From an optimization exercise on the open Yosys and OpenROAD flow, aimed at small area and a short achievable clock period; shortcuts taken in it are not production practice.
RTL that was checked went through simulation tests only; none was proved equivalent to the original.
For runs 1 and 2, only the layout was checked, not whether the RTL still works.
Power and IR drop assume default switching activity.

==> flow/config.mk <==
export PLATFORM = sky130hd
export DESIGN_NAME = ex_cluster
export DESIGN_NICKNAME = ex_cluster
export VERILOG_FILES = /design/flow/design.v
export SDC_FILE = /design/flow/constraint.sdc
export NUM_CORES = 8
export LEC_CHECK = 0
export CAP_MARGIN = 20
export CORE_MARGIN = 2
export CORE_UTILIZATION = 40
export SLEW_MARGIN = 20
==> flow/design.v <==
module alu(input  [31:0] a,
           input  [31:0] b,
           input  [3:0]  alucontrol,
           input         clr,
           output [31:0] result,
           output        eq);
  wire        sub = alucontrol[3] | (alucontrol[1] & ~alucontrol[2]);
  wire [31:0] bx  = b ^ {32{sub}};
  wire [31:0] p   = a ^ bx;
  wire [31:0] g   = a & bx;
  wire [31:0] G0 = {g[31:1], g[0] | (p[0] & sub)};
  wire [31:0] P0 = p;
  wire [31:0] G1, P1;
  assign G1[0] = G0[0];
  assign P1[0] = P0[0];
  assign G1[1] = G0[1] | (P0[1] & G0[0]);
  assign P1[1] = P0[1] & P0[0];
  assign G1[2] = G0[2];
  assign P1[2] = P0[2];
  assign G1[3] = G0[3] | (P0[3] & G0[2]);
  assign P1[3] = P0[3] & P0[2];
  assign G1[4] = G0[4];
  assign P1[4] = P0[4];
  assign G1[5] = G0[5] | (P0[5] & G0[4]);
  assign P1[5] = P0[5] & P0[4];
  assign G1[6] = G0[6];
  assign P1[6] = P0[6];
  assign G1[7] = G0[7] | (P0[7] & G0[6]);
  assign P1[7] = P0[7] & P0[6];
  assign G1[8] = G0[8];
  assign P1[8] = P0[8];
  assign G1[9] = G0[9] | (P0[9] & G0[8]);
  assign P1[9] = P0[9] & P0[8];
  assign G1[10] = G0[10];
  assign P1[10] = P0[10];
  assign G1[11] = G0[11] | (P0[11] & G0[10]);
  assign P1[11] = P0[11] & P0[10];
  assign G1[12] = G0[12];
  assign P1[12] = P0[12];
  assign G1[13] = G0[13] | (P0[13] & G0[12]);
  assign P1[13] = P0[13] & P0[12];
  assign G1[14] = G0[14];
  assign P1[14] = P0[14];
  assign G1[15] = G0[15] | (P0[15] & G0[14]);
  assign P1[15] = P0[15] & P0[14];
  assign G1[16] = G0[16];
  assign P1[16] = P0[16];
  assign G1[17] = G0[17] | (P0[17] & G0[16]);
  assign P1[17] = P0[17] & P0[16];
  assign G1[18] = G0[18];
  assign P1[18] = P0[18];
  assign G1[19] = G0[19] | (P0[19] & G0[18]);
  assign P1[19] = P0[19] & P0[18];
  assign G1[20] = G0[20];
  assign P1[20] = P0[20];
  assign G1[21] = G0[21] | (P0[21] & G0[20]);
  assign P1[21] = P0[21] & P0[20];
  assign G1[22] = G0[22];
  assign P1[22] = P0[22];
  assign G1[23] = G0[23] | (P0[23] & G0[22]);
  assign P1[23] = P0[23] & P0[22];
  assign G1[24] = G0[24];
  assign P1[24] = P0[24];
  assign G1[25] = G0[25] | (P0[25] & G0[24]);
  assign P1[25] = P0[25] & P0[24];
  assign G1[26] = G0[26];
  assign P1[26] = P0[26];
  assign G1[27] = G0[27] | (P0[27] & G0[26]);
  assign P1[27] = P0[27] & P0[26];
  assign G1[28] = G0[28];
  assign P1[28] = P0[28];
  assign G1[29] = G0[29] | (P0[29] & G0[28]);
  assign P1[29] = P0[29] & P0[28];
  assign G1[30] = G0[30];
  assign P1[30] = P0[30];
  assign G1[31] = G0[31] | (P0[31] & G0[30]);
  assign P1[31] = P0[31] & P0[30];
  wire [31:0] G2, P2;
  assign G2[0] = G1[0];
  assign P2[0] = P1[0];
  assign G2[1] = G1[1];
  assign P2[1] = P1[1];
  assign G2[2] = G1[2] | (P1[2] & G1[1]);
  assign P2[2] = P1[2] & P1[1];
  assign G2[3] = G1[3] | (P1[3] & G1[1]);
  assign P2[3] = P1[3] & P1[1];
  assign G2[4] = G1[4];
  assign P2[4] = P1[4];
  assign G2[5] = G1[5];
  assign P2[5] = P1[5];
  assign G2[6] = G1[6] | (P1[6] & G1[5]);
  assign P2[6] = P1[6] & P1[5];
  assign G2[7] = G1[7] | (P1[7] & G1[5]);
  assign P2[7] = P1[7] & P1[5];
  assign G2[8] = G1[8];
  assign P2[8] = P1[8];
  assign G2[9] = G1[9];
  assign P2[9] = P1[9];
  assign G2[10] = G1[10] | (P1[10] & G1[9]);
  assign P2[10] = P1[10] & P1[9];
  assign G2[11] = G1[11] | (P1[11] & G1[9]);
  assign P2[11] = P1[11] & P1[9];
  assign G2[12] = G1[12];
  assign P2[12] = P1[12];
  assign G2[13] = G1[13];
  assign P2[13] = P1[13];
  assign G2[14] = G1[14] | (P1[14] & G1[13]);
  assign P2[14] = P1[14] & P1[13];
  assign G2[15] = G1[15] | (P1[15] & G1[13]);
  assign P2[15] = P1[15] & P1[13];
  assign G2[16] = G1[16];
  assign P2[16] = P1[16];
  assign G2[17] = G1[17];
  assign P2[17] = P1[17];
  assign G2[18] = G1[18] | (P1[18] & G1[17]);
  assign P2[18] = P1[18] & P1[17];
  assign G2[19] = G1[19] | (P1[19] & G1[17]);
  assign P2[19] = P1[19] & P1[17];
  assign G2[20] = G1[20];
  assign P2[20] = P1[20];
  assign G2[21] = G1[21];
  assign P2[21] = P1[21];
  assign G2[22] = G1[22] | (P1[22] & G1[21]);
  assign P2[22] = P1[22] & P1[21];
  assign G2[23] = G1[23] | (P1[23] & G1[21]);
  assign P2[23] = P1[23] & P1[21];
  assign G2[24] = G1[24];
  assign P2[24] = P1[24];
  assign G2[25] = G1[25];
  assign P2[25] = P1[25];
  assign G2[26] = G1[26] | (P1[26] & G1[25]);
  assign P2[26] = P1[26] & P1[25];
  assign G2[27] = G1[27] | (P1[27] & G1[25]);
  assign P2[27] = P1[27] & P1[25];
  assign G2[28] = G1[28];
  assign P2[28] = P1[28];
  assign G2[29] = G1[29];
  assign P2[29] = P1[29];
  assign G2[30] = G1[30] | (P1[30] & G1[29]);
  assign P2[30] = P1[30] & P1[29];
  assign G2[31] = G1[31] | (P1[31] & G1[29]);
  assign P2[31] = P1[31] & P1[29];
  wire [31:0] G3, P3;
  assign G3[0] = G2[0];
  assign P3[0] = P2[0];
  assign G3[1] = G2[1];
  assign P3[1] = P2[1];
  assign G3[2] = G2[2];
  assign P3[2] = P2[2];
  assign G3[3] = G2[3];
  assign P3[3] = P2[3];
  assign G3[4] = G2[4] | (P2[4] & G2[3]);
  assign P3[4] = P2[4] & P2[3];
  assign G3[5] = G2[5] | (P2[5] & G2[3]);
  assign P3[5] = P2[5] & P2[3];
  assign G3[6] = G2[6] | (P2[6] & G2[3]);
  assign P3[6] = P2[6] & P2[3];
  assign G3[7] = G2[7] | (P2[7] & G2[3]);
  assign P3[7] = P2[7] & P2[3];
  assign G3[8] = G2[8];
  assign P3[8] = P2[8];
  assign G3[9] = G2[9];
  assign P3[9] = P2[9];
  assign G3[10] = G2[10];
  assign P3[10] = P2[10];
  assign G3[11] = G2[11];
  assign P3[11] = P2[11];
  assign G3[12] = G2[12] | (P2[12] & G2[11]);
  assign P3[12] = P2[12] & P2[11];
  assign G3[13] = G2[13] | (P2[13] & G2[11]);
  assign P3[13] = P2[13] & P2[11];
  assign G3[14] = G2[14] | (P2[14] & G2[11]);
  assign P3[14] = P2[14] & P2[11];
  assign G3[15] = G2[15] | (P2[15] & G2[11]);
  assign P3[15] = P2[15] & P2[11];
  assign G3[16] = G2[16];
  assign P3[16] = P2[16];
  assign G3[17] = G2[17];
  assign P3[17] = P2[17];
  assign G3[18] = G2[18];
  assign P3[18] = P2[18];
  assign G3[19] = G2[19];
  assign P3[19] = P2[19];
  assign G3[20] = G2[20] | (P2[20] & G2[19]);
  assign P3[20] = P2[20] & P2[19];
  assign G3[21] = G2[21] | (P2[21] & G2[19]);
  assign P3[21] = P2[21] & P2[19];
  assign G3[22] = G2[22] | (P2[22] & G2[19]);
  assign P3[22] = P2[22] & P2[19];
  assign G3[23] = G2[23] | (P2[23] & G2[19]);
  assign P3[23] = P2[23] & P2[19];
  assign G3[24] = G2[24];
  assign P3[24] = P2[24];
  assign G3[25] = G2[25];
  assign P3[25] = P2[25];
  assign G3[26] = G2[26];
  assign P3[26] = P2[26];
  assign G3[27] = G2[27];
  assign P3[27] = P2[27];
  assign G3[28] = G2[28] | (P2[28] & G2[27]);
  assign P3[28] = P2[28] & P2[27];
  assign G3[29] = G2[29] | (P2[29] & G2[27]);
  assign P3[29] = P2[29] & P2[27];
  assign G3[30] = G2[30] | (P2[30] & G2[27]);
  assign P3[30] = P2[30] & P2[27];
  assign G3[31] = G2[31] | (P2[31] & G2[27]);
  assign P3[31] = P2[31] & P2[27];
  wire [31:0] G4, P4;
  assign G4[0] = G3[0];
  assign P4[0] = P3[0];
  assign G4[1] = G3[1];
  assign P4[1] = P3[1];
  assign G4[2] = G3[2];
  assign P4[2] = P3[2];
  assign G4[3] = G3[3];
  assign P4[3] = P3[3];
  assign G4[4] = G3[4];
  assign P4[4] = P3[4];
  assign G4[5] = G3[5];
  assign P4[5] = P3[5];
  assign G4[6] = G3[6];
  assign P4[6] = P3[6];
  assign G4[7] = G3[7];
  assign P4[7] = P3[7];
  assign G4[8] = G3[8] | (P3[8] & G3[7]);
  assign P4[8] = P3[8] & P3[7];
  assign G4[9] = G3[9] | (P3[9] & G3[7]);
  assign P4[9] = P3[9] & P3[7];
  assign G4[10] = G3[10] | (P3[10] & G3[7]);
  assign P4[10] = P3[10] & P3[7];
  assign G4[11] = G3[11] | (P3[11] & G3[7]);
  assign P4[11] = P3[11] & P3[7];
  assign G4[12] = G3[12] | (P3[12] & G3[7]);
  assign P4[12] = P3[12] & P3[7];
  assign G4[13] = G3[13] | (P3[13] & G3[7]);
  assign P4[13] = P3[13] & P3[7];
  assign G4[14] = G3[14] | (P3[14] & G3[7]);
  assign P4[14] = P3[14] & P3[7];
  assign G4[15] = G3[15] | (P3[15] & G3[7]);
  assign P4[15] = P3[15] & P3[7];
  assign G4[16] = G3[16];
  assign P4[16] = P3[16];
  assign G4[17] = G3[17];
  assign P4[17] = P3[17];
  assign G4[18] = G3[18];
  assign P4[18] = P3[18];
  assign G4[19] = G3[19];
  assign P4[19] = P3[19];
  assign G4[20] = G3[20];
  assign P4[20] = P3[20];
  assign G4[21] = G3[21];
  assign P4[21] = P3[21];
  assign G4[22] = G3[22];
  assign P4[22] = P3[22];
  assign G4[23] = G3[23];
  assign P4[23] = P3[23];
  assign G4[24] = G3[24] | (P3[24] & G3[23]);
  assign P4[24] = P3[24] & P3[23];
  assign G4[25] = G3[25] | (P3[25] & G3[23]);
  assign P4[25] = P3[25] & P3[23];
  assign G4[26] = G3[26] | (P3[26] & G3[23]);
  assign P4[26] = P3[26] & P3[23];
  assign G4[27] = G3[27] | (P3[27] & G3[23]);
  assign P4[27] = P3[27] & P3[23];
  assign G4[28] = G3[28] | (P3[28] & G3[23]);
  assign P4[28] = P3[28] & P3[23];
  assign G4[29] = G3[29] | (P3[29] & G3[23]);
  assign P4[29] = P3[29] & P3[23];
  assign G4[30] = G3[30] | (P3[30] & G3[23]);
  assign P4[30] = P3[30] & P3[23];
  assign G4[31] = G3[31] | (P3[31] & G3[23]);
  assign P4[31] = P3[31] & P3[23];
  wire [31:0] G5, P5;
  assign G5[0] = G4[0];
  assign P5[0] = P4[0];
  assign G5[1] = G4[1];
  assign P5[1] = P4[1];
  assign G5[2] = G4[2];
  assign P5[2] = P4[2];
  assign G5[3] = G4[3];
  assign P5[3] = P4[3];
  assign G5[4] = G4[4];
  assign P5[4] = P4[4];
  assign G5[5] = G4[5];
  assign P5[5] = P4[5];
  assign G5[6] = G4[6];
  assign P5[6] = P4[6];
  assign G5[7] = G4[7];
  assign P5[7] = P4[7];
  assign G5[8] = G4[8];
  assign P5[8] = P4[8];
  assign G5[9] = G4[9];
  assign P5[9] = P4[9];
  assign G5[10] = G4[10];
  assign P5[10] = P4[10];
  assign G5[11] = G4[11];
  assign P5[11] = P4[11];
  assign G5[12] = G4[12];
  assign P5[12] = P4[12];
  assign G5[13] = G4[13];
  assign P5[13] = P4[13];
  assign G5[14] = G4[14];
  assign P5[14] = P4[14];
  assign G5[15] = G4[15];
  assign P5[15] = P4[15];
  assign G5[16] = G4[16] | (P4[16] & G4[15]);
  assign P5[16] = P4[16] & P4[15];
  assign G5[17] = G4[17] | (P4[17] & G4[15]);
  assign P5[17] = P4[17] & P4[15];
  assign G5[18] = G4[18] | (P4[18] & G4[15]);
  assign P5[18] = P4[18] & P4[15];
  assign G5[19] = G4[19] | (P4[19] & G4[15]);
  assign P5[19] = P4[19] & P4[15];
  assign G5[20] = G4[20] | (P4[20] & G4[15]);
  assign P5[20] = P4[20] & P4[15];
  assign G5[21] = G4[21] | (P4[21] & G4[15]);
  assign P5[21] = P4[21] & P4[15];
  assign G5[22] = G4[22] | (P4[22] & G4[15]);
  assign P5[22] = P4[22] & P4[15];
  assign G5[23] = G4[23] | (P4[23] & G4[15]);
  assign P5[23] = P4[23] & P4[15];
  assign G5[24] = G4[24] | (P4[24] & G4[15]);
  assign P5[24] = P4[24] & P4[15];
  assign G5[25] = G4[25] | (P4[25] & G4[15]);
  assign P5[25] = P4[25] & P4[15];
  assign G5[26] = G4[26] | (P4[26] & G4[15]);
  assign P5[26] = P4[26] & P4[15];
  assign G5[27] = G4[27] | (P4[27] & G4[15]);
  assign P5[27] = P4[27] & P4[15];
  assign G5[28] = G4[28] | (P4[28] & G4[15]);
  assign P5[28] = P4[28] & P4[15];
  assign G5[29] = G4[29] | (P4[29] & G4[15]);
  assign P5[29] = P4[29] & P4[15];
  assign G5[30] = G4[30] | (P4[30] & G4[15]);
  assign P5[30] = P4[30] & P4[15];
  assign G5[31] = G4[31] | (P4[31] & G4[15]);
  assign P5[31] = P4[31] & P4[15];
  wire [32:0] c   = {G5, sub};
  wire [31:0] s   = p ^ c[31:0];
  wire        lt  = c[32] ^ (alucontrol[0] | p[31]);
  wire sel_ar  = ~clr & ~alucontrol[3] & ~alucontrol[2];
  wire sel_lt  = ~clr &  alucontrol[3];
  wire lg_ok   = ~clr & ~alucontrol[3] &  alucontrol[2];
  wire k_g     = lg_ok & ~alucontrol[1];                        
  wire k_p     = lg_ok & (alucontrol[1] ^ alucontrol[0]);       
  wire k_n     = lg_ok &  alucontrol[1] & alucontrol[0];        
  assign result = ({32{sel_ar}} & s) | ({32{k_g}} & g) | ({32{k_p}} & p) |
                  ({32{k_n}} & ~(p | g)) | {31'd0, sel_lt & lt};
  assign eq     = &p;
endmodule
module EX #(parameter BR = 0, parameter WD = 0)
         (input         CLK,
          input         reset,
          input         ALUSrc,
          input  [3:0]  ALUControl,
          input         Branch,
          input         BranchN,
          input  [31:0] RD1,
          input  [31:0] RD2,
          input  [31:0] ExtImm,
          input  [31:0] PCPlus4,
          input  [3:0]  Tag,
          input         Pred,
          output        PCSrc,
          output [31:0] ALUOut,
          output [31:0] WriteData,
          output [31:0] PCBranch,
          output [3:0]  Tago,
          output [4:0]  BTAPTag,
          output [31:0] BTAPAddr);
  wire [31:0] SrcB = ALUSrc ? ExtImm : RD2;
  wire [31:0] res;
  alu a1(.a(RD1), .b(SrcB), .alucontrol(ALUControl), .clr(reset), .result(res), .eq(eq));
  wire eq;
  reg [3:0] TagE;
  always @(posedge CLK)
    TagE <= reset ? 4'd0 : Tag;
  assign Tago = TagE;
  generate
    if (WD) begin : g_wd
      reg [31:0] WDE;
      always @(posedge CLK)
        WDE <= reset ? 32'd0 : RD2;
      assign WriteData = WDE;
    end else begin : g_nowd
      assign WriteData = 32'd0;
    end
    if (BR) begin : g_br
      wire        isbr   = Branch | BranchN;
      wire        taken  = (Branch & eq) | (BranchN & ~eq);
      wire [29:0] target = PCPlus4[31:2] + {{14{ExtImm[15]}}, ExtImm[15:0]};
      reg  [31:0] OutE;
      reg  [29:0] PCE;
      reg         TakenE, PCSrcE;
      always @(posedge CLK) begin
        OutE   <= (isbr & ~reset) ? {target, 2'b00} : res;
        PCE    <= PCPlus4[31:2];
        TakenE <= taken;
        PCSrcE <= taken ^ Pred;
      end
      assign ALUOut   = OutE;
      assign BTAPAddr = OutE;
      assign PCBranch = {TakenE ? OutE[31:2] : PCE, 2'b00};
      assign PCSrc    = PCSrcE;
      assign BTAPTag  = PCE[4:0] - 5'd1;
    end else begin : g_nobr
      reg [31:0] OutE;
      always @(posedge CLK)
        OutE <= res;
      assign ALUOut   = OutE;
      assign BTAPAddr = 32'd0;
      assign PCBranch = 32'd0;
      assign PCSrc    = 1'b0;
      assign BTAPTag  = 5'd0;
    end
  endgenerate
endmodule
module ex_cluster(input         CLK,
                  input         reset,
                  input         ALUSrcD1,
                  input  [3:0]  ALUControlD1,
                  input         BranchD1,
                  input         BranchND1,
                  input  [31:0] RDD11,
                  input  [31:0] RDD21,
                  input  [31:0] ExtImmD1,
                  input  [31:0] PCPlus41,
                  input  [3:0]  TagD1,
                  input         PredD1,
                  input         ALUSrcD2,
                  input  [3:0]  ALUControlD2,
                  input         BranchD2,
                  input         BranchND2,
                  input  [31:0] RDD12,
                  input  [31:0] RDD22,
                  input  [31:0] ExtImmD2,
                  input  [31:0] PCPlus42,
                  input  [3:0]  TagD2,
                  input         PredD2,
                  input         ALUSrcD3,
                  input  [3:0]  ALUControlD3,
                  input  [31:0] RDD13,
                  input  [31:0] RDD23,
                  input  [31:0] ExtImmD3,
                  input  [3:0]  TagD3,
                  input         ALUSrcD4,
                  input  [3:0]  ALUControlD4,
                  input  [31:0] RDD14,
                  input  [31:0] RDD24,
                  input  [31:0] ExtImmD4,
                  input  [3:0]  TagD4,
                  output        PCSrc1,
                  output [31:0] ALUOutE1,
                  output [3:0]  TagoE1,
                  output [31:0] PCBranch1,
                  output [4:0]  BTAPTag1,
                  output [31:0] BTAPAddr1,
                  output        PCSrc2,
                  output [31:0] ALUOutE2,
                  output [3:0]  TagoE2,
                  output [31:0] PCBranch2,
                  output [4:0]  BTAPTag2,
                  output [31:0] BTAPAddr2,
                  output [31:0] ALUOutE3,
                  output [31:0] WriteDataE3,
                  output [3:0]  TagoE3,
                  output [31:0] ALUOutE4,
                  output [3:0]  TagoE4);
  wire [31:0] unused_wd1, unused_wd2, unused_wd4;
  wire [31:0] unused_pcb3, unused_pcb4, unused_ba3, unused_ba4;
  wire [4:0]  unused_bt3, unused_bt4;
  wire        unused_ps3, unused_ps4;
  EX #(.BR(1), .WD(0)) ex1(.CLK(CLK), .reset(reset),
         .ALUSrc(ALUSrcD1), .ALUControl(ALUControlD1), .Branch(BranchD1), .BranchN(BranchND1),
         .RD1(RDD11), .RD2(RDD21), .ExtImm(ExtImmD1), .PCPlus4(PCPlus41), .Tag(TagD1), .Pred(PredD1),
         .PCSrc(PCSrc1), .ALUOut(ALUOutE1), .WriteData(unused_wd1), .PCBranch(PCBranch1), .Tago(TagoE1), .BTAPTag(BTAPTag1), .BTAPAddr(BTAPAddr1));
  EX #(.BR(1), .WD(0)) ex2(.CLK(CLK), .reset(reset),
         .ALUSrc(ALUSrcD2), .ALUControl(ALUControlD2), .Branch(BranchD2), .BranchN(BranchND2),
         .RD1(RDD12), .RD2(RDD22), .ExtImm(ExtImmD2), .PCPlus4(PCPlus42), .Tag(TagD2), .Pred(PredD2),
         .PCSrc(PCSrc2), .ALUOut(ALUOutE2), .WriteData(unused_wd2), .PCBranch(PCBranch2), .Tago(TagoE2), .BTAPTag(BTAPTag2), .BTAPAddr(BTAPAddr2));
  EX #(.BR(0), .WD(1)) ex3(.CLK(CLK), .reset(reset),
         .ALUSrc(ALUSrcD3), .ALUControl(ALUControlD3), .Branch(1'b0), .BranchN(1'b0),
         .RD1(RDD13), .RD2(RDD23), .ExtImm(ExtImmD3), .PCPlus4(32'd0), .Tag(TagD3), .Pred(1'b0),
         .PCSrc(unused_ps3), .ALUOut(ALUOutE3), .WriteData(WriteDataE3), .PCBranch(unused_pcb3), .Tago(TagoE3), .BTAPTag(unused_bt3), .BTAPAddr(unused_ba3));
  EX #(.BR(0), .WD(0)) ex4(.CLK(CLK), .reset(reset),
         .ALUSrc(ALUSrcD4), .ALUControl(ALUControlD4), .Branch(1'b0), .BranchN(1'b0),
         .RD1(RDD14), .RD2(RDD24), .ExtImm(ExtImmD4), .PCPlus4(32'd0), .Tag(TagD4), .Pred(1'b0),
         .PCSrc(unused_ps4), .ALUOut(ALUOutE4), .WriteData(unused_wd4), .PCBranch(unused_pcb4), .Tago(TagoE4), .BTAPTag(unused_bt4), .BTAPAddr(unused_ba4));
endmodule
==> flow/constraint.sdc <==
create_clock -name core_clock -period 10.0 [get_ports {CLK}]
set_input_delay 2.0000 -clock core_clock [delete_from_list [all_inputs] [get_ports {CLK}]]
set_output_delay 2.0000 -clock core_clock [all_outputs]
set_load 0.01 [all_outputs]
==> flow/run.sh <==
#!/bin/bash
# synth_recipe.tcl (not shown) runs the flow's synth.tcl, then flattens the netlist and writes it again
# the make line also repeats each setting of config.mk as NAME=value (left out here)
make -C /OpenROAD-flow-scripts/flow DESIGN_CONFIG=/design/flow/config.mk WORK_HOME=/design/flow/orfs CLKGATE_MAP_FILE= SYNTH_SCRIPT=/design/flow/synth_recipe.tcl finish
==> results.toml, run 1 <==
[cts]
post_cts.resized_instances = 0
tritoncts_clock_tree = "built"
cts_sinks = 240
postCtsSetupBuffers = 0
clk_transition_reported_paths_ns = 0.06
cts_root_buf = "clkbuf_16"
clock_tree.htree_level_count = 1
numCtsBuffers = 31
clk_path_buf_depth = 3
cts.hold.buffers_added = 0

[power]
clockPowerShare_pct = 27.7
seqPwrFrac_pct = 25.5
power.ir.vdd_worst_v = 0.000135
p_sw_mw = 1.64
power.leakage_nw = 15.1
power_report.internal_total_mw = 2.82
switching_share_pct = 36.8
p_comb_share_pct = 46.8
pwr_density_cell_nw_per_um2 = 134

[global_route]
gr-total-overflow = 0
globalRoute.busiestLayer = "met2"
grt_pass1_vias = 23000
met1_usage_pct = 38.6
grt_first_pass_wirelength_microns = 143000
antenna_found_initial = 16
groute.layer.met2.usage_pct = 52.2
met3_usage_pct = 5.32
pin_count_of_the_biggest_net_entering_global_routing = 63
groute.usage.overall_pct = 30.3

[synthesis]
yosys_warns = 3
ys_seq_area_share_pct = 20.2
syn_area_sq_um = 23800
ys_seq_elements = 240
synth.avg_cell_area_sq_um = 8.33
synth_largest_type_area_fraction_pct = 20.2
dominantRegCellSynth = "dfxtp_1"
yosys.cell_types.count = 77
synth_area_leader_cell = "dfxtp_1"
post_synth_main_area_contributors = "dfxtp_1 20%, ha_1 17%, mux2i_1 7.2%, xor2_1 6.9%, a21oi_1 5.4%"
synth_enable_flop_cells = 0
post_synth_inst_count = 2861
synth_async_sr_flop_share_pct = 0

[route]
postRouteWirelength_microns = 98500
starting_drt_drc_count = 1655
post_drt_via_cell_ratio = 5.46
drt.antenna.violating_nets = 0
avgRoutedWirePerCell_microns = 22.7
drc_errors = 0
num_vias = 23700
drtPass1Iterations = 9

[worst_hold_path]
min-delay-start = "reset"
holdPathStages = 2
worstHoldEndpoint = "ex2.TagE[2]"
timing.hold.worst.class = "input port to flip-flop"

[finish]
nNetsFinal = 4355
final_layout_size_suffix_gt1_share_pct = 5.86
syn2layout_area_growth_pct = 39.2
final_core_utilization_pct = 56.3

[placement]
io_buffers = 799
gp_congestion = 0.914
hpwlAfterDp_microns = 78600

[timing]
final-setup-viol-count = 0
worst_slew_margin_rel_pct = 27.2
layout_worst_path_cycle_share_pct = 64.8
grt_setup_unrepaired = "no"
report.final.hold_viol_count = 0
maxSlewViolCount = 0
totalNegativeSetupSlack_ns = 0
final_critical_path_required_period_ns = 6.48
worst_margin_slew_ns = 1.09
timing.fmax_mhz = 154

[run_status]
run_status = "timing/DRC/antenna clean"

[floorplanning]
num_io_pins = 808
die_height_microns = 248
initial_utilization_pct = 40.5
floorplan.rows = 89
design.die.area_sq_um = 61500
coreArea_sq_um = 58900
chipWidth_microns = 248

[critical_path]
critical_path_class = "input port to flip-flop"
setup.worst_path.end_class = "flip-flop"
timing.critical_path.arrival_ns = 6.95
start_kind = "input port"
critPathMaxFanout = 32
crit_path_start = "ALUSrcD3"
timing.critical_path.required_ns = 10.47

[run]
max_cap_viol_count = 0
## metal layers
metal,routed length [microns],share of wire [%]
met5,57,0.058
met4,2630,2.7
met3,6860,7.0
met2,47700,48
met1,41200,42
## worst max-delay path: stages
cell and delay [ns]:
buf_2 0.79, mux2i_1 0.45, a21oi_1 0.15, fa_1 0.48, a211oi_1 0.25, o21bai_1 0.16, o41ai_1 0.72, a21oi_1 0.31
a311oi_1 0.82, or3_1 0.26, nand2_1 0.09, a21oi_1 0.21, xor2_1 0.17, o22ai_1 0.08
## synth_stat cells (all sizes together) (7+ instances only)
cell type and number:
mux2i 171, fa 22, nor2 136, mux2 82, buf 97, or2 8
xor2 189, nor2b 68, o21ai 105, nor4b 7, xnor2 72, nand3 29
a221oi 27, nand2b 16, nand2 96, inv 310, a311oi 7, a222oi 20
dfxtp 240, o211ai 17, and3 18, a22o 8, o21bai 21, o21a 12
a21oi 258, a21o 82, a22oi 33, o22ai 44, a31oi 29, clkbuf 104
nor3b 10, nor3 27, ha 316, a211oi 72, nand4 21
## worst max-delay path by stage
stage	endpoint	slack (ns)	cells after the start
floorplan	ex2.g_br.OutE[31]	4.15	16
global placement	ex2.g_br.OutE[31]	3.12	17
detailed placement	ex3.g_nobr.OutE[30]	3.07	15
CTS	ex2.g_br.OutE[31]	3.70	17
global route	ex3.g_nobr.OutE[30]	3.33	14
finish	ex3.g_nobr.OutE[30]	3.52	14
## power groups by stage
stage                     Clock [mW]  Combinational, mW  Sequential, mW
after detailed placement           0               2.06            1.16
after floorplan                    0               1.22            1.16
after global routing            1.30               2.27            1.14
after CTS                       1.26               2.08            1.14
after global placement             0               2.02            1.15
final                           1.23               2.09            1.14
## sequential cells by signal, summed over array words and instances, names as in the netlist
name	flops
ex1.g_br.PCE	30
ex3.TagE	4
ex4.TagE	4
ex2.g_br.PCE	30
ex2.g_br.PCSrcE	1
ex2.TagE	4
ex1.g_br.PCSrcE	1
ex3.g_nobr.OutE	32
ex1.g_br.OutE	32
ex1.TagE	4
ex4.g_nobr.OutE	32
ex2.g_br.TakenE	1
ex3.g_wd.WDE	32
ex2.g_br.OutE	32
ex1.g_br.TakenE	1
## cells in the final DEF, fill, tap and decap left out, drive strengths merged, types with 96 or more instances in the layout
master         synthesis  layout
a21oi                258     258
clkdlybuf4s50          0     791
dfxtp                240     240
ha                   316     316
inv                  310     312
mux2i                171     171
nand2                 96      96
nor2                 136     136
o21ai                105     105
xor2                 189     189
## cell families (layout without fill, tap and decap cells)
kind of cell,after synthesis,count (layout),share of synthesized area (%)
buffers and inverters,512,1197,9.14
AOI/OAI and AO/OA,789,789,21.7
adders and majority gates,338,338,18.4
and+or+nand+nor,467,467,9.87
DFF,240,240,20.2
muxes,253,253,11.1
xor gates and xnor gates,261,261,9.59
other,1,16,0.0157
## cell type report
| cell class | count | area [sq um] |
|---|---|---|
| Sequential cell | 240 | 4810 |
| Clock buffer | 43 | 881 |
| Multi-Input combinational cell | 2112 | 16900 |
| Fill cell | 5410 | 25700 |
| Clock inverter | 14 | 216 |
| Timing Repair Buffer | 829 | 8190 |
| Antenna cell | 12 | 30.0 |
| Tap cell | 773 | 967 |
| Inverter | 311 | 1170 |
## per-stage QoR
| stage | hold WS, ns | area (sq um) | power [mW] | setup slack, ns | cells |
|---|---|---|---|---|---|
| CTS | 1.83 | 33100 | 4.48 | 3.70 | 4322 |
| floorplan | 2.03 | 23800 | 2.37 | 4.15 | 2864 |
| global route | 1.84 | 33200 | 4.71 | 3.33 | 4329 |
| global placement | 2.48 | 32100 | 3.18 | 3.12 | 4265 |
| detailed placement | 2.49 | 32100 | 3.22 | 3.07 | 4265 |
| finish | 1.85 | 33200 | 4.46 | 3.52 | 4334 |
==> run 2, diff against run 1 <==
--- a/flow/config.mk
+++ b/flow/config.mk
@@ -9,3 +9,4 @@
 export CORE_MARGIN = 2
 export CORE_UTILIZATION = 40
+export SETUP_SLACK_MARGIN = 5
 export SLEW_MARGIN = 20
==> results.toml, run 2 <==
[floorplanning]
floorplan.rows = 89
die_height_microns = 248
design.die.area_sq_um = 61500
initial_utilization_pct = 40.5
num_io_pins = 808
chipWidth_microns = 248
coreArea_sq_um = 58900

[run]
max_cap_viol_count = 0

[route]
num_vias = 24100
avgRoutedWirePerCell_microns = 23.1
postRouteWirelength_microns = 101000
drt.antenna.violating_nets = 0
post_drt_via_cell_ratio = 5.49
starting_drt_drc_count = 1731
drc_errors = 0
drtPass1Iterations = 7

[synthesis]
dominantRegCellSynth = "dfxtp_1"
post_synth_inst_count = 2861
syn_area_sq_um = 23800
yosys_warns = 3
ys_seq_elements = 240
synth_enable_flop_cells = 0
synth_largest_type_area_fraction_pct = 20.2
yosys.cell_types.count = 77
synth_area_leader_cell = "dfxtp_1"
ys_seq_area_share_pct = 20.2
post_synth_main_area_contributors = "dfxtp_1 20%, ha_1 17%, mux2i_1 7.2%, xor2_1 6.9%, a21oi_1 5.4%"
yosysMostFrequentCell = "ha_1"
synth_async_sr_flop_share_pct = 0
synth.avg_cell_area_sq_um = 8.33
synth_common_cells = "316 x ha_1, 310 x inv_1, 258 x a21oi_1, 240 x dfxtp_1, 189 x xor2_1"

[finish]
nNetsFinal = 4418
layout.cells.most_common_list = "775 x clkdlybuf4s50_1, 302 x inv_1, 273 x ha_1"
final_layout_size_suffix_gt1_share_pct = 13.3
final_core_utilization_pct = 60.8
fillers = 5150
syn2layout_area_growth_pct = 50.3
layout.cells.most_common = "clkdlybuf4s50_1"

[timing]
final-setup-viol-count = 0
grt_setup_unrepaired = "yes"
worst_slew_margin_rel_pct = 24.5
layout_worst_path_cycle_share_pct = 49.6
final_critical_path_required_period_ns = 4.96
timing.fmax_mhz = 202
maxSlewViolCount = 0
totalNegativeSetupSlack_ns = 0
worst_margin_slew_ns = 1.13
report.final.hold_viol_count = 0

[critical_path]
cpPeakStageDelay_ns = 0.46
timing.critical_path.arrival_ns = 5.39
start_kind = "input port"
critPathMaxFanout = 3
critical_path_class = "input port to flip-flop"
timing.critical_path.cells = "clkdlybuf4s50_1 -> mux2i_2 -> xor2_1 -> fa_2 -> a211oi_4 -> o211a_1 -> nor2_1 -> a221o_1 -> a31oi_4 -> o21ai_4 -> or4_4 -> a31oi_4 -> xor2_1 -> o22ai_1"
crit_path_top_delay_cell = "or4_4"
setup.worst_path.end_class = "flip-flop"
timing.critical_path.required_ns = 10.43

[cts]
tritoncts_clock_tree = "built"
numCtsBuffers = 31
cts.hold.buffers_added = 0
cts_root_buf = "clkbuf_16"
clk_transition_reported_paths_ns = 0.06
cts_sinks = 240
clk_path_buf_depth = 3
clock_tree.htree_level_count = 1

[global_route]
groute.usage.overall_pct = 30.9
pin_count_of_the_biggest_net_entering_global_routing = 63
antenna_found_initial = 16
gr-total-overflow = 0
grt_pass1_vias = 23500
grt_first_pass_wirelength_microns = 146000

[power]
finalPower_mw = 4.63
pwr_density_cell_nw_per_um2 = 129
power.leakage_nw = 15.8
power.ir.vdd_worst_v = 0.000133

[placement]
gp_congestion = 0.956
hpwlAfterDp_microns = 77300
io_buffers = 799

[worst_hold_path]
timing.hold.worst.class = "input port to flip-flop"

[run_status]
run_status = "timing/DRC/antenna clean"
[run 2: changes by cell type in the layout (fill, tap and decap cells not counted), sizes merged]
cell           change
dlygate4sd2        +1
clkbuf             +9
bufbuf            +10
bufinv             -1
diode              +4
clkinv             +1
dlymetal6s2s       +3
clkdlybuf4s50     -16
buf               +54
inv                -1
[run 2: stage by stage]
stage          worst slack [ns]  cells  instance area, sq um  hold slack (ns)
4_1_cts                    5.00   4363                 35000             1.85
3_3_place_gp               3.25   4261                 32300             2.50
2_1_floorplan              4.86   2864                 24400             2.03
5_1_grt                    4.94   4394                 35800             1.86
6_report                   5.04   4398                 35800             1.85
3_5_place_dp               3.18   4261                 32300             2.50
[run 2: routing by layer]
metal | routed length, microns | track usage (%) | vias up
met3 | 7530 | 5.74 | 144
met5 | 33 | 0 | -
met4 | 2900 | 8.67 | 4
li1 | - | - | 11500
met2 | 50100 | 54.6 | 905
met1 | 40900 | 38.3 | 11600
[run 2: logic make-up after synthesis]
kind of cell    share of synthesized area [%]
compound gates                           21.7
other cells                            0.0157
fa+ha+maj                                18.4
xor+xnor                                 9.59
buf+inv                                  9.14
mux                                      11.1
flops                                    20.2
simple gates                             9.87
[run 2: path summary, 6_finish.rpt]
kind	startpoint	end	slack [ns]	cells past startpoint
setup / recovery	RDD24[1]	ex4.g_nobr.OutE[31]	5.04	14
hold / removal	ALUControlD4[3]	ex4.g_nobr.OutE[0]	1.85	4
[run 2: power by group]
group / total (mW) / switching [mW] / internal (mW)
Sequential: 1.13 / 0.0797 / 1.06
Clock: 1.17 / 0.479 / 0.689
Combinational: 2.33 / 1.16 / 1.17
Total: 4.63 / 1.72 / 2.92
[run 2: what timing repair did]
action	CTS	global route
cloned	13	2
setup buffers	35	16
pin swaps	31	39
endpoints found under the hold margin	0	0
resized for setup	185	139
setup endpoints to repair	107	51
[run 2: layout make-up]
class,count,area (sq um),share of cell area [%]
sequential,240,4810,13.4
multi-input combinational,2112,18600,51.9
antenna,16,40.0,0.112
clock buffer,41,843,2.35
tap,773,967,2.70
timing repair buffer,892,9210,25.7
inverter,311,1180,3.29
clock inverter,13,171,0.479
[run 2: worst max-delay path: cells and delay by family]
| family | cells | cell delay (ns) |
|---|---|---|
| mux | 1 | 0.23 |
| xor+xnor | 2 | 0.33 |
| compound gates | 7 | 1.41 |
| fa+ha+maj | 1 | 0.42 |
| simple gates | 2 | 0.55 |
| buf+inv | 1 | 0.43 |
==> run 3, diff against run 2 <==
--- a/flow/design.v
+++ b/flow/design.v
@@ -369,8 +369,9 @@
           output [4:0]  BTAPTag,
           output [31:0] BTAPAddr);
-  wire [31:0] SrcB = ALUSrc ? ExtImm : RD2;
+  wire [31:0] Imm  = {{16{ExtImm[16]}}, ExtImm[15:0]};
+  wire [31:0] SrcB = ALUSrc ? Imm : RD2;
   wire [31:0] res;
+  wire        eq;
   alu a1(.a(RD1), .b(SrcB), .alucontrol(ALUControl), .clr(reset), .result(res), .eq(eq));
-  wire eq;
   reg [3:0] TagE;
   always @(posedge CLK)
==> flow/flow/run.sh (new file) <==
#!/bin/bash
# The standard layout, with plain buf_1 cells as the port buffers and timing
# repair aiming for extra setup slack. make's output goes to make.log.
set -euo pipefail
bash standard.sh \
  "BUFFER_PORTS_ARGS=-buffer_cell sky130_fd_sc_hd__buf_1" \
  SETUP_SLACK_MARGIN=5 \
  finish > make.log 2>&1
==> flow/standard.sh (new file) <==
#!/bin/bash
# synth_recipe.tcl (not shown) runs the flow's synth.tcl, then flattens the netlist and writes it again
# the make line also repeats each setting of config.mk as NAME=value (left out here)
make -C /OpenROAD-flow-scripts/flow DESIGN_CONFIG=/design/flow/config.mk WORK_HOME=/design/flow/orfs CLKGATE_MAP_FILE= SYNTH_SCRIPT=/design/flow/synth_recipe.tcl "${@:-finish}"
--- a/flow/config.mk
+++ b/flow/config.mk
@@ -9,4 +9,3 @@
 export CORE_MARGIN = 2
 export CORE_UTILIZATION = 40
-export SETUP_SLACK_MARGIN = 5
 export SLEW_MARGIN = 20
removed: flow/run.sh
==> results.toml, run 3 <==
[floorplanning]
die_height_microns = 247
design.die.area_sq_um = 61000
num_io_pins = 808
floorplan.rows = 89
coreArea_sq_um = 58700
chipWidth_microns = 247
initial_utilization_pct = 40.3

[route]
starting_drt_drc_count = 1500
post_drt_via_cell_ratio = 5.43
drtPass1Iterations = 6
avgRoutedWirePerCell_microns = 21.2
postRouteWirelength_microns = 91500
num_vias = 23500
drc_errors = 0
drt.antenna.violating_nets = 0

[timing]
hold_slack_ns = 1.57
layout_worst_path_cycle_share_pct = 50.1
totalNegativeSetupSlack_ns = 0
final-setup-viol-count = 0
worst_slack_ns = 4.99
worst_margin_slew_ns = 1.16
grt_setup_unrepaired = "yes"
maxSlewViolCount = 0
report.final.hold_viol_count = 0
final_critical_path_required_period_ns = 5.01
timing.fmax_mhz = 200
worst_slew_margin_rel_pct = 21.9

[global_route]
pin_count_of_the_biggest_net_entering_global_routing = 67
grt_pass1_vias = 21800
grt_first_pass_wirelength_microns = 130000
gr-total-overflow = 0
antenna_found_initial = 23
groute.usage.overall_pct = 28.1

[cts]
clk_transition_reported_paths_ns = 0.06
cts.hold.buffers_added = 0
cts_sinks = 240
clk_path_buf_depth = 3
clock_tree.htree_level_count = 2
numCtsBuffers = 35
tritoncts_clock_tree = "built"
cts_root_buf = "clkbuf_16"

[finish]
multiInputGateArea_sq_um = 17500
fillers = 5838
final_layout_size_suffix_gt1_share_pct = 10.7
final-seq-area_sq_um = 4810
layout.cells.non_filler = 4318
nNetsFinal = 4347
syn2layout_area_growth_pct = 24.3
layout.cells.most_common_list = "727 x buf_1, 314 x inv_1, 299 x ha_1"
layout.cells.most_common = "buf_1"

[synthesis]
dominantRegCellSynth = "dfxtp_1"
yosys.cell_types.count = 77
synth.avg_cell_area_sq_um = 8.25
ys_seq_area_share_pct = 20.3
synth_enable_flop_cells = 0
yosysMostFrequentCell = "inv_1"
ys_seq_elements = 240
syn_area_sq_um = 23600
synth_area_leader_cell = "dfxtp_1"
post_synth_main_area_contributors = "dfxtp_1 20%, ha_1 17%, xor2_1 7.3%, a21oi_1 6.5%, inv_1 5.1%"
synth_common_cells = "321 x inv_1, 316 x ha_1, 308 x a21oi_1, 240 x dfxtp_1, 198 x xor2_1"
yosys_warns = 3
synth_largest_type_area_fraction_pct = 20.3
post_synth_inst_count = 2865
synth_async_sr_flop_share_pct = 0

[placement]
place_worst_setup_slack_ns = 3.32
io_buffers = 739
gp_congestion = 0.969
hpwlAfterDp_microns = 71800
place.detailed.instances = 4202

[critical_path]
setup.worst_path.end_class = "flip-flop"
timing.critical_path.arrival_ns = 5.39
critical_path_class = "input port to flip-flop"
timing.critical_path.required_ns = 10.39
critPathMaxFanout = 49
start_kind = "input port"

[power]
power.leakage_nw = 13.2
pwr_density_cell_nw_per_um2 = 146
finalPower_mw = 4.28
power.ir.vdd_worst_v = 0.000125

[worst_hold_path]
timing.hold.worst.class = "input port to flip-flop"

[run]
max_cap_viol_count = 0

[run_status]
run_status = "timing/DRC/antenna clean"
## run 3: worst paths after layout
path | depth (start not counted) | from | endpoint | slack, ns
worst max-delay path | 17 | ALUControlD2[1] | ex2.g_br.OutE[17] | 4.99
worst min-delay path | 1 | PCPlus41[14] | ex1.g_br.PCE[12] | 1.57
## run 3: repair_timing
action | in CTS | in global routing
setup buffers | 18 | 25
gates cloned | 1 | 6
pin swaps | 7 | 22
resized for setup | 63 | 91
endpoints found under the setup margin | 94 | 63
## run 3: area by class of cell
type                       instances  area share [%]
timing repair buffer             816            12.5
sequential                       240            16.4
clock buffer                      44            3.41
multi-input combinational       2103            59.6
tap                              773            3.29
clock inverter                    16           0.661
antenna                            5          0.0426
inverter                         321            4.16
## run 3: logic make-up (layout without fill, tap and decap cells)
| group | Yosys count | after routing | share of synthesized area, % |
|---|---|---|---|
| other | 1 | 9 | 0.0159 |
| buffers and inverters | 526 | 1197 | 9.44 |
| DFF | 240 | 240 | 20.3 |
| muxes | 202 | 202 | 9.01 |
| AOI/OAI and AO/OA | 843 | 844 | 23.2 |
| adders and majority gates | 338 | 338 | 18.6 |
| xor gates and xnor gates | 265 | 265 | 9.82 |
| and+or+nand+nor | 450 | 450 | 9.56 |
## run 3: where the power goes
group	switching, mW	internal, mW
clock	0.520	0.793
sequential	0.0745	1.05
combinational	1.08	0.764
## run 3: through the flow
stage | utilization (%) | cell area, sq um
3_3_place_gp | 45.8 | 26900
4_1_cts | 48.6 | 28500
5_1_grt | 50.0 | 29400
2_1_floorplan | - | 24100
3_5_place_dp | 45.8 | 26900
6_report | 50.0 | 29400
## run 3: worst max-delay path: stages
cell      delay (ns)
clkbuf_2        0.10
buf_12          0.19
a21oi_4         0.20
buf_4           0.19
buf_12          0.18
xor2_1          0.20
inv_1           0.06
ha_1            0.36
nand4_1         0.19
nor2b_2         0.20
nand3_2         0.12
nand3_4         0.16
inv_1           0.07
fa_1            0.40
a21o_1          0.16
a222oi_1        0.42
a22oi_2         0.16
## run 3: routing by layer
| metal | part of all wire [%] | track usage, % | vias up |
|---|---|---|---|
| li1 | - | - | 11300 |
| met3 | 8.6 | 6.54 | 181 |
| met2 | 48 | 48.2 | 960 |
| met1 | 40 | 34.1 | 11000 |
| met4 | 3.4 | 9.82 | 32 |
| met5 | 0.24 | 0 | - |
==> run 4, diff against run 3 <==
--- a/flow/flow/run.sh
+++ b/flow/flow/run.sh
@@ -5,4 +5,4 @@
 bash standard.sh \
   "BUFFER_PORTS_ARGS=-buffer_cell sky130_fd_sc_hd__buf_1" \
-  SETUP_SLACK_MARGIN=5 \
+  SETUP_SLACK_MARGIN=8 \
   finish > make.log 2>&1
==> results.toml, run 4 <==
[floorplanning]
floorplan.rows = 89
initial_utilization_pct = 40.3
chipWidth_microns = 247
design.die.area_sq_um = 61000
die_height_microns = 247
num_io_pins = 808
coreArea_sq_um = 58700

[route]
drt.antenna.violating_nets = 0
drtPass1Iterations = 9
drc_errors = 0
starting_drt_drc_count = 1927
postRouteWirelength_microns = 111000
avgRoutedWirePerCell_microns = 23.9
post_drt_via_cell_ratio = 5.62
num_vias = 26000

[synthesis]
dominantRegCellSynth = "dfxtp_1"
yosysMostFrequentCell = "inv_1"
synth_async_sr_flop_share_pct = 0
yosys_warns = 3
ys_seq_area_share_pct = 20.3
synth_enable_flop_cells = 0
synth.avg_cell_area_sq_um = 8.25
ys_seq_elements = 240
syn_area_sq_um = 23600
yosys.cell_types.count = 77
synth_common_cells = "321 x inv_1, 316 x ha_1, 308 x a21oi_1, 240 x dfxtp_1, 198 x xor2_1"
post_synth_main_area_contributors = "dfxtp_1 20%, ha_1 17%, xor2_1 7.3%, a21oi_1 6.5%, inv_1 5.1%"
synth_area_leader_cell = "dfxtp_1"
post_synth_inst_count = 2865
synth_largest_type_area_fraction_pct = 20.3

[timing]
layout_worst_path_cycle_share_pct = 47.9
grt_setup_unrepaired = "yes"
report.final.hold_viol_count = 0
worst_slew_margin_rel_pct = 25.8
worst_margin_slew_ns = 1.11
timing.fmax_mhz = 209
worst_slack_ns = 5.21
totalNegativeSetupSlack_ns = 0
hold_slack_ns = 1.58
final-setup-viol-count = 0
maxSlewViolCount = 0
final_critical_path_required_period_ns = 4.79

[finish]
layout.cells.non_filler = 4631
nNetsFinal = 4645
final_layout_size_suffix_gt1_share_pct = 42.6
layout.cells.most_common = "buf_1"
syn2layout_area_growth_pct = 65.6
layout.cells.most_common_list = "403 x buf_1, 357 x buf_6, 272 x inv_1"
stdcell_area_sq_um = 39100

[global_route]
grt_pass1_vias = 24700
groute.usage.overall_pct = 32.7
grt_first_pass_wirelength_microns = 151000
gr-total-overflow = 0
met3_usage_pct = 6.44
globalRoute.busiestLayer = "met2"
antenna_found_initial = 22
met1_usage_pct = 38.6
groute.layer.met2.usage_pct = 54.2
pin_count_of_the_biggest_net_entering_global_routing = 62

[placement]
hpwlAfterDp_microns = 72700
io_buffers = 739
place.detailed.instances = 4205
placed_area_sq_um = 28200
gp_congestion = 0.939
place_worst_setup_slack_ns = 3.37

[cts]
clk_path_buf_depth = 3
clock_tree.htree_level_count = 2
numCtsBuffers = 34
clk_transition_reported_paths_ns = 0.06
cts_root_buf = "clkbuf_16"
cts.hold.buffers_added = 0
cts_sinks = 240
tritoncts_clock_tree = "built"

[critical_path]
timing.critical_path.required_ns = 10.44
start_kind = "input port"
critical-path-top-delay-family = "compound AO/OA/AOI/OAI gates"
cpPeakStageDelay_ns = 0.41
timing.critical_path.arrival_ns = 5.22
timing.critical_path.cells = "buf_8 -> buf_12 -> a21oi_4 -> buf_8 -> buf_6 -> xor2_4 -> fa_2 -> a21o_1 -> a21oi_4 -> o221ai_4 -> buf_6 -> a21o_1 -> a221oi_4 -> buf_12 -> o21ai_2 -> a21oi_2 -> xnor2_1 -> a221o_1"
critical_path_class = "input port to flip-flop"
critical_path.n_buffers_inverters = 6
crit_path_top_delay_cell = "fa_2"
critPathMaxFanout = 6
setup.worst_path.end_class = "flip-flop"

[worst_hold_path]
timing.hold.worst.class = "input port to flip-flop"

[run_status]
run_status = "timing/DRC/antenna clean"

[power]
power.leakage_nw = 17.5
pwr_density_cell_nw_per_um2 = 135
power.ir.vdd_worst_v = 0.000145

[run]
max_cap_viol_count = 0
[run 4: changes by cell type in the layout (fill, tap and decap cells not counted), moves of 61 or more]
| cell | change |
|---|---|
| buf_1 | -324 |
| buf_4 | +173 |
| buf_6 | +355 |
| dfxtp_1 | -185 |
| dfxtp_2 | +141 |
| ha_1 | -65 |
| ha_4 | +61 |
[run 4: cell type report]
class	count	area (sq um)
inverters	321	1250
diodes	18	45.0
repair buffers	1113	9340
clock buffers	46	990
flip-flops and latches	240	5150
fillers	4366	19600
well taps	773	967
repair inverters	1	7.51
clock inverters	15	183
multi-input cells	2104	21200
[run 4: worst paths after layout]
kind | startpoint | end | slack, ns | cells after the start
setup / recovery | ALUControlD1[1] | ex1.g_br.OutE[29] | 5.21 | 18
hold / removal | PCPlus41[20] | ex1.g_br.PCE[18] | 1.58 | 1
[run 4: cells by family (layout without fill, tap and decap cells)]
| group | after synthesis | in the layout | synth area share [%] |
|---|---|---|---|
| adders and majority gates | 338 | 338 | 18.6 |
| muxes | 202 | 202 | 9.01 |
| xor gates and xnor gates | 265 | 265 | 9.82 |
| other | 1 | 22 | 0.0159 |
| buffers and inverters | 526 | 1496 | 9.44 |
| and+or+nand+nor | 450 | 451 | 9.56 |
| AOI/OAI and AO/OA | 843 | 844 | 23.2 |
| DFF | 240 | 240 | 20.3 |
[run 4: layer usage]
layer	part of all wire [%]	vias up
li1	-	11900
met2	47	1223
met1	37	12500
met5	0.070	-
met4	7.8	12
met3	8.0	369
[run 4: repair_timing]
action / CTS / global route
setup endpoints to repair: 489 / 492
hold endpoints to repair: 0 / 0
resized for setup: 1100 / 421
cloned: 28 / 2
buffers inserted: 226 / 91
pin swaps: 216 / 147
[run 4: metrics by stage]
step / total power, mW / utilization [%]
6_report: 5.27 / 66.7
5_1_grt: 5.53 / 66.7
4_1_cts: 4.91 / 62.1
3_5_place_dp: 2.99 / 48.0
3_3_place_gp: 2.98 / 48.0
2_1_floorplan: 2.57 / -
[run 4: where the power goes]
group	switching [mW]	internal [mW]	total (mW)
logic	1.39	1.41	2.80
registers	0.101	1.07	1.17
clock network	0.521	0.779	1.30
==> run 5, diff against run 4 <==
--- a/flow/flow/run.sh
+++ b/flow/flow/run.sh
@@ -5,4 +5,4 @@
 bash standard.sh \
   "BUFFER_PORTS_ARGS=-buffer_cell sky130_fd_sc_hd__buf_1" \
-  SETUP_SLACK_MARGIN=8 \
+  SETUP_SLACK_MARGIN=6.5 \
   finish > make.log 2>&1
==> results.toml, run 5 <==
[power]
pwr_density_cell_nw_per_um2 = 137
power.leakage_nw = 15.5
finalPower_mw = 4.91
p_sw_mw = 1.90
seqPwrFrac_pct = 22.8
clockPowerShare_pct = 25.7
p_comb_share_pct = 51.5
power.ir.vdd_worst_v = 0.000144
switching_share_pct = 38.7
power_report.internal_total_mw = 3.01

[critical_path]
critPathMaxFanout = 5
timing.critical_path.required_ns = 10.47
setup.worst_path.end_class = "flip-flop"
timing.critical_path.arrival_ns = 5.31
critical_path_class = "input port to flip-flop"
start_kind = "input port"

[placement]
io_buffers = 739
hpwlAfterDp_microns = 68100
placed_area_sq_um = 27600
gp_congestion = 0.942
place_worst_setup_slack_ns = 3.42

[floorplanning]
chipWidth_microns = 247
coreArea_sq_um = 58700
num_io_pins = 808
die_height_microns = 247
design.die.area_sq_um = 61000
initial_utilization_pct = 40.3
floorplan.rows = 89

[synthesis]
synth_simple_gate_area_share_pct = 9.56
yosys_warns = 3
synth-xor-area-share_pct = 9.82
yosys-mux-area-fraction_pct = 9.01
ys_seq_area_share_pct = 20.3
post_synth_main_area_contributors = "dfxtp_1 20%, ha_1 17%, xor2_1 7.3%, a21oi_1 6.5%, inv_1 5.1%"
synthAdderAreaFrac_pct = 18.6
post_synth_inst_count = 2865
synth.avg_cell_area_sq_um = 8.25
syn_area_sq_um = 23600
synth_common_cells = "321 x inv_1, 316 x ha_1, 308 x a21oi_1, 240 x dfxtp_1, 198 x xor2_1"
yosys.cell_types.count = 77
synth_async_sr_flop_share_pct = 0
synth_area_leader_cell = "dfxtp_1"
synth_largest_type_area_fraction_pct = 20.3
synth_enable_flop_cells = 0
ys_seq_elements = 240
synth_top_family_by_area = "compound AO/OA/AOI/OAI gates"
compound_cell_area_share_of_the_yosys_netlist_pct = 23.2
yosysMostFrequentCell = "inv_1"
dominantRegCellSynth = "dfxtp_1"

[timing]
layout_worst_path_cycle_share_pct = 48.4
totalNegativeSetupSlack_ns = 0
final_critical_path_required_period_ns = 4.84
worst_slew_margin_rel_pct = 29.5
maxSlewViolCount = 0
grt_setup_unrepaired = "yes"
report.final.hold_viol_count = 0
worst_margin_slew_ns = 1.05
worst_slack_ns = 5.16
final-setup-viol-count = 0
timing.fmax_mhz = 206

[finish]
layout.cells.most_common_list = "658 x buf_1, 279 x inv_1, 234 x dfxtp_1"
final_layout_size_suffix_gt1_share_pct = 29.1
layout.cells.most_common = "buf_1"
nNetsFinal = 4572
final_core_utilization_pct = 60.9
fillers = 4943
stdcell_area_sq_um = 35800
syn2layout_area_growth_pct = 51.4

[cts]
clk_path_buf_depth = 3
tritoncts_clock_tree = "built"
cts_sinks = 240
clock_tree.htree_level_count = 1
numCtsBuffers = 31
clk_transition_reported_paths_ns = 0.07
cts.hold.buffers_added = 0
cts_root_buf = "clkbuf_16"

[global_route]
groute.usage.overall_pct = 29.9
groute.layer.met2.usage_pct = 52.4
antenna_found_initial = 21
gr-total-overflow = 0
grt_pass1_vias = 23800
pin_count_of_the_biggest_net_entering_global_routing = 62
met1_usage_pct = 36.0
met3_usage_pct = 5.78
globalRoute.busiestLayer = "met2"
grt_first_pass_wirelength_microns = 141000

[route]
post_drt_via_cell_ratio = 5.51
postRouteWirelength_microns = 99700
num_vias = 25100
starting_drt_drc_count = 1806
drt.antenna.violating_nets = 0
drc_errors = 0
drtPass1Iterations = 9
avgRoutedWirePerCell_microns = 21.9

[worst_hold_path]
holdPathStages = 1
timing.hold.worst.class = "input port to flip-flop"

[run]
max_cap_viol_count = 0

[run_status]
run_status = "timing/DRC/antenna clean"
## run 5: final cells by class
class	instances	area, sq um	share of cell area (%)
inverters	321	1230	3.45
repair inverters	1	7.51	0.0210
well taps	773	967	2.70
clock buffers	40	870	2.43
diodes	13	32.5	0.0910
clock inverters	16	253	0.707
repair buffers	1045	6830	19.1
flip-flops and latches	240	4820	13.5
multi-input cells	2102	20800	58.0
## run 5: power by group through the flow
stage | Clock [mW] | Combinational (mW) | Sequential [mW]
after global placement | 0 | 1.78 | 1.13
after global routing | 1.32 | 2.72 | 1.13
after detailed placement | 0 | 1.79 | 1.13
after floorplan | 0 | 1.33 | 1.15
after CTS | 1.29 | 2.25 | 1.11
final | 1.26 | 2.53 | 1.12
## run 5: layer usage
metal  vias to the layer above  wire length, microns
li1                      11700                     -
met1                     12000                 38600
met2                      1067                 48800
met3                       234                  7970
met4                        18                  4190
met5                         -                   119
## run 5: logic make-up after synthesis
group / after synthesis
compound gates: 843
buf+inv: 526
simple gates: 450
fa+ha+maj: 338
xor+xnor: 265
flops: 240
mux: 202
other cells: 1
## run 5: metrics by stage
stage,cells,hold WS [ns]
floorplan,2868,2.03
global placement,4205,2.14
detailed placement,4205,2.14
CTS,4477,1.49
global route,4548,1.51
finish,4551,1.53
## run 5: worst max-delay path: stages
cell and delay (ns):
buf_8 0.12, buf_12 0.15, buf_4 0.13, mux2i_4 0.27, xor2_4 0.19, inv_2 0.07
ha_4 0.30, nand4_1 0.17, o221ai_4 0.28, a21oi_4 0.11, o21bai_4 0.18, inv_2 0.06
fa_2 0.52, nor2_1 0.05, a2111oi_1 0.61, a21oi_1 0.09
## run 5: path summary, 6_finish.rpt
check / from / endpoint / slack [ns]
max: ALUSrcD1 / ex1.g_br.OutE[16] / 5.16
min: PCPlus41[4] / ex1.g_br.PCE[2] / 1.53
## run 5: timing repair
action                     CTS  global route
pin swaps                  187           162
hold endpoints to repair     0             0
gates cloned                22             1
gates resized for setup    569           365
setup buffers              194            60
setup endpoints to repair  200           193
==> run 6, diff against run 5 <==
==> flow/flow/run.sh (replaced) <==
#!/bin/bash
# The standard layout (standard.sh) with these changes:
#  - synthesis maps the logic with a delay-driven ABC script (flow/synth.tcl,
#    flow/abc.script) and without Yosys's full-adder extraction;
#  - port buffers are sky130_fd_sc_hd__buf_1 cells;
#  - timing repair aims for 6 ns of setup slack.
# make's full output goes to make.log in the work folder.
set -euo pipefail
export OWN_WORK="$PWD"
export OWN_ABC_SCRIPT="$PWD/flow/abc.script"
bash standard.sh \
  "SYNTH_SCRIPT=$PWD/flow/synth.tcl" \
  ADDER_MAP_FILE= \
  "BUFFER_PORTS_ARGS=-buffer_cell sky130_fd_sc_hd__buf_1" \
  SETUP_SLACK_MARGIN=6 \
  finish > make.log 2>&1
==> flow/flow/abc.script (new file) <==
strash
dch -f
map -D 1600
buffer -p
upsize -D 1600
dnsize -D 1600
stime -p
==> flow/flow/synth.tcl (new file) <==
# The standard synthesis (synth_recipe.tcl in the work folder), with one
# change: ABC maps the logic with a delay-driven script (abc.script beside
# this file) instead of ORFS's default script. Registers are mapped before
# ABC runs, exactly as in the standard synthesis.
proc abc {args} {
  set i [lsearch -exact $args -script]
  if {$i >= 0} {
    set args [lreplace $args $i [expr {$i + 1}] -script $::env(OWN_ABC_SCRIPT)]
  }
  set j [lsearch -exact $args -D]
  if {$j >= 0} { set args [lreplace $args $j [expr {$j + 1}]] }
  yosys abc {*}$args
}
source $::env(OWN_WORK)/synth_recipe.tcl
==> results.toml, run 6 <==
[cts]
tritoncts_clock_tree = "built"
cts_sinks = 240
clk_path_buf_depth = 3
clock_tree.htree_level_count = 1
numCtsBuffers = 31
cts_root_buf = "clkbuf_16"
clk_transition_reported_paths_ns = 0.06

[run_status]
run_status = "timing/DRC/antenna clean"

[synthesis]
synth_async_sr_flop_share_pct = 0
synth_area_leader_cell = "dfxtp_1"
yosys.cell_types.count = 82
synth_common_cells = "881 x nand2_1, 581 x nor2_1, 466 x inv_1, 240 x dfxtp_1, 223 x a21oi_1"
yosys_warns = 3
ys_seq_area_share_pct = 20.9
synth_enable_flop_cells = 0
dominantRegCellSynth = "dfxtp_1"
post_synth_inst_count = 3819
post_synth_main_area_contributors = "dfxtp_1 21%, nand2_1 14%, nor2_1 9.5%, inv_1 7.6%, a21oi_1 4.9%"
ys_seq_elements = 240
synth.avg_cell_area_sq_um = 6.02
yosysMostFrequentCell = "nand2_1"
synth_largest_type_area_fraction_pct = 20.9
syn_area_sq_um = 23000

[floorplanning]
design.die.area_sq_um = 59500
initial_utilization_pct = 40.6
chipWidth_microns = 244
floorplan.rows = 87
coreArea_sq_um = 56600
num_io_pins = 808
die_height_microns = 244

[run]
max_cap_viol_count = 0

[finish]
final_layout_size_suffix_gt1_share_pct = 20.0
layout.cells.most_common_list = "768 x nand2_1, 722 x buf_1, 486 x nor2_1"
nNetsFinal = 5138
layout.cells.most_common = "nand2_1"
syn2layout_area_growth_pct = 38.4

[power]
pwr_density_cell_nw_per_um2 = 130
p_comb_share_pct = 45.9
clockPowerShare_pct = 27.3
switching_share_pct = 41.6
seqPwrFrac_pct = 26.7
power.leakage_nw = 14.2
p_sw_mw = 1.72
finalPower_mw = 4.13
power.ir.vdd_worst_v = 0.000149
power_report.internal_total_mw = 2.41

[critical_path]
timing.critical_path.arrival_ns = 4.52
critPathMaxFanout = 11
timing.critical_path.required_ns = 10.45
setup.worst_path.end_class = "flip-flop"
crit_path_start = "ALUSrcD1"
start_kind = "input port"
critical_path_class = "input port to flip-flop"

[global_route]
met1_usage_pct = 39.1
grt_pass1_vias = 25200
groute.layer.met2.usage_pct = 50.9
pin_count_of_the_biggest_net_entering_global_routing = 51
met3_usage_pct = 6.37
groute.usage.overall_pct = 30.6
gr-total-overflow = 0
globalRoute.busiestLayer = "met2"
grt_first_pass_wirelength_microns = 144000
antenna_found_initial = 24

[route]
drc_errors = 0
starting_drt_drc_count = 2503
num_vias = 29200
avgRoutedWirePerCell_microns = 19.1
post_drt_via_cell_ratio = 5.36
postRouteWirelength_microns = 104000
drt.antenna.violating_nets = 0
drtPass1Iterations = 6

[timing]
totalNegativeSetupSlack_ns = 0
worst_slew_margin_rel_pct = 38.3
layout_worst_path_cycle_share_pct = 40.6
final_critical_path_required_period_ns = 4.06
final-setup-viol-count = 0
worst_margin_slew_ns = 0.925
timing.fmax_mhz = 246
grt_setup_unrepaired = "yes"
report.final.hold_viol_count = 0
maxSlewViolCount = 0

[placement]
io_buffers = 739
gp_congestion = 0.931
hpwlAfterDp_microns = 74400

[worst_hold_path]
timing.hold.worst.class = "input port to flip-flop"
min-delay-start = "PCPlus42[4]"
==> run 6: cell count changes in the layout (fill, tap and decap cells not counted), sizes merged, moves of 68 or more <==
cell and change:
nand3 +130, inv +154, a21oi -79, nor2 +479
a21o -68, nand2 +803, xor2 -138, mux2i -104
ha -316, o21ai +153, buf -77
==> run 6: power groups by stage <==
stage	clock network (mW)	registers, mW	logic (mW)
6_report	1.13	1.11	1.90
5_1_grt	1.19	1.11	2.06
4_1_cts	1.15	1.10	1.55
3_5_place_dp	0	1.13	1.46
3_3_place_gp	0	1.13	1.46
2_1_floorplan	0	1.14	1.07
==> run 6: worst max-delay path: stages <==
cell and delay (ns):
buf_12 0.11, buf_4 0.13, clkbuf_16 0.17, nand2_2 0.08, nand2_4 0.08, xnor2_4 0.18, nand2_2 0.10, a31oi_4 0.24
o221ai_4 0.16, a21boi_4 0.30, nor2_4 0.10, buf_12 0.16, o21ai_4 0.17, a31oi_2 0.11, a21oi_2 0.30, o21bai_1 0.10
==> run 6: stage by stage <==
| step | util [%] | cell area, sq um | std cells | worst slack (ns) | hold slack (ns) |
|---|---|---|---|---|---|
| after floorplan | - | 23500 | 3822 | 5.87 | 2.03 |
| after global placement | 46.3 | 26200 | 5155 | 3.91 | 2.15 |
| after detailed placement | 46.3 | 26200 | 5155 | 3.86 | 2.15 |
| after CTS | 49.8 | 28200 | 5256 | 5.95 | 1.49 |
| after global routing | 56.2 | 31800 | 5435 | 5.90 | 1.52 |
| final | 56.3 | 31900 | 5443 | 5.94 | 1.54 |
==> run 6: repair_timing <==
action	CTS	global route
cloned	5	23
hold buffers	0	0
buffers inserted	41	145
pin swaps	28	163
setup endpoints to repair	158	112
gates resized for setup	128	550
==> run 6: cell type report <==
cell class	count	area [sq um]
Tap cell	756	946
Antenna cell	19	47.5
Fill cell	5655	24800
Inverter	481	1930
Clock buffer	40	890
Sequential cell	240	4810
Timing Repair inverter	8	78.8
Multi-Input combinational cell	2920	17700
Timing Repair Buffer	964	5320
Clock inverter	15	128
==> run 6: logic make-up (layout without fill, tap and decap cells) <==
family	after synthesis	after routing	synth area share, %
buffers and inverters	667	1508	13.0
AO/OA/AOI/OAI	869	872	24.0
XOR/XNOR	146	146	5.59
multiplexers	66	66	3.16
other	1	23	0.0163
flip-flops	240	240	20.9
AND/OR/NAND/NOR	1830	1832	33.3
==> run 6: worst paths after layout <==
path / end / cells past startpoint
min: ex2.g_br.PCE[2] / 1
max: ex1.g_br.OutE[17] / 16
==> run 6: routing by layer <==
layer | share of wire [%] | routed length (microns)
met1 | 40 | 41400
met2 | 46 | 48100
met3 | 9.3 | 9630
met4 | 4.4 | 4580
met5 | 0.077 | 80

## separate check: timing with driven ports
How much do the figures lean on ideal ports? The routed layouts below were timed once more, with nothing changed but the port constraints. Step 1: set_driving_cell puts a clkbuf_16 on CLK and a buf_2 on each other input, an assumption about the parent block. Step 2, shift: input delay + t, output delay - t, t = (earliest + latest rising clock arrival at the registers) / 2. This alone moves slack from input paths to output paths. a / b / c = ideal ports / drivers / drivers and shift; a / b = the first two.
run | shift t [ns] | slack for setup (ns) | worst setup path after step 2 | slew at the worst register clock pin (ns) | pins driven straight from the clock port
run 1 | 0.669 | 3.521 / 3.554 / 2.885 | input to register | 0.07 / 0.07 | 1
run 2 | 0.654 | 5.044 / 5.071 / 4.417 | input to register | 0.07 / 0.07 | 1
run 3 | 0.609 | 4.994 / 5.015 / 4.406 | input to register | 0.06 / 0.06 | 1
run 4 | 0.615 | 5.214 / 5.229 / 4.614 | input to register | 0.07 / 0.07 | 1
run 5 | 0.659 | 5.157 / 5.126 / 4.467 | input to register | 0.07 / 0.07 | 1
run 6 | 0.659 | 5.938 / 5.888 / 5.228 | input to register | 0.07 / 0.07 | 1
After both steps every run listed still meets setup and hold. The setup slack of run 6, which loses most, moves by -0.050 ns with the drivers and by -0.710 ns with both steps.
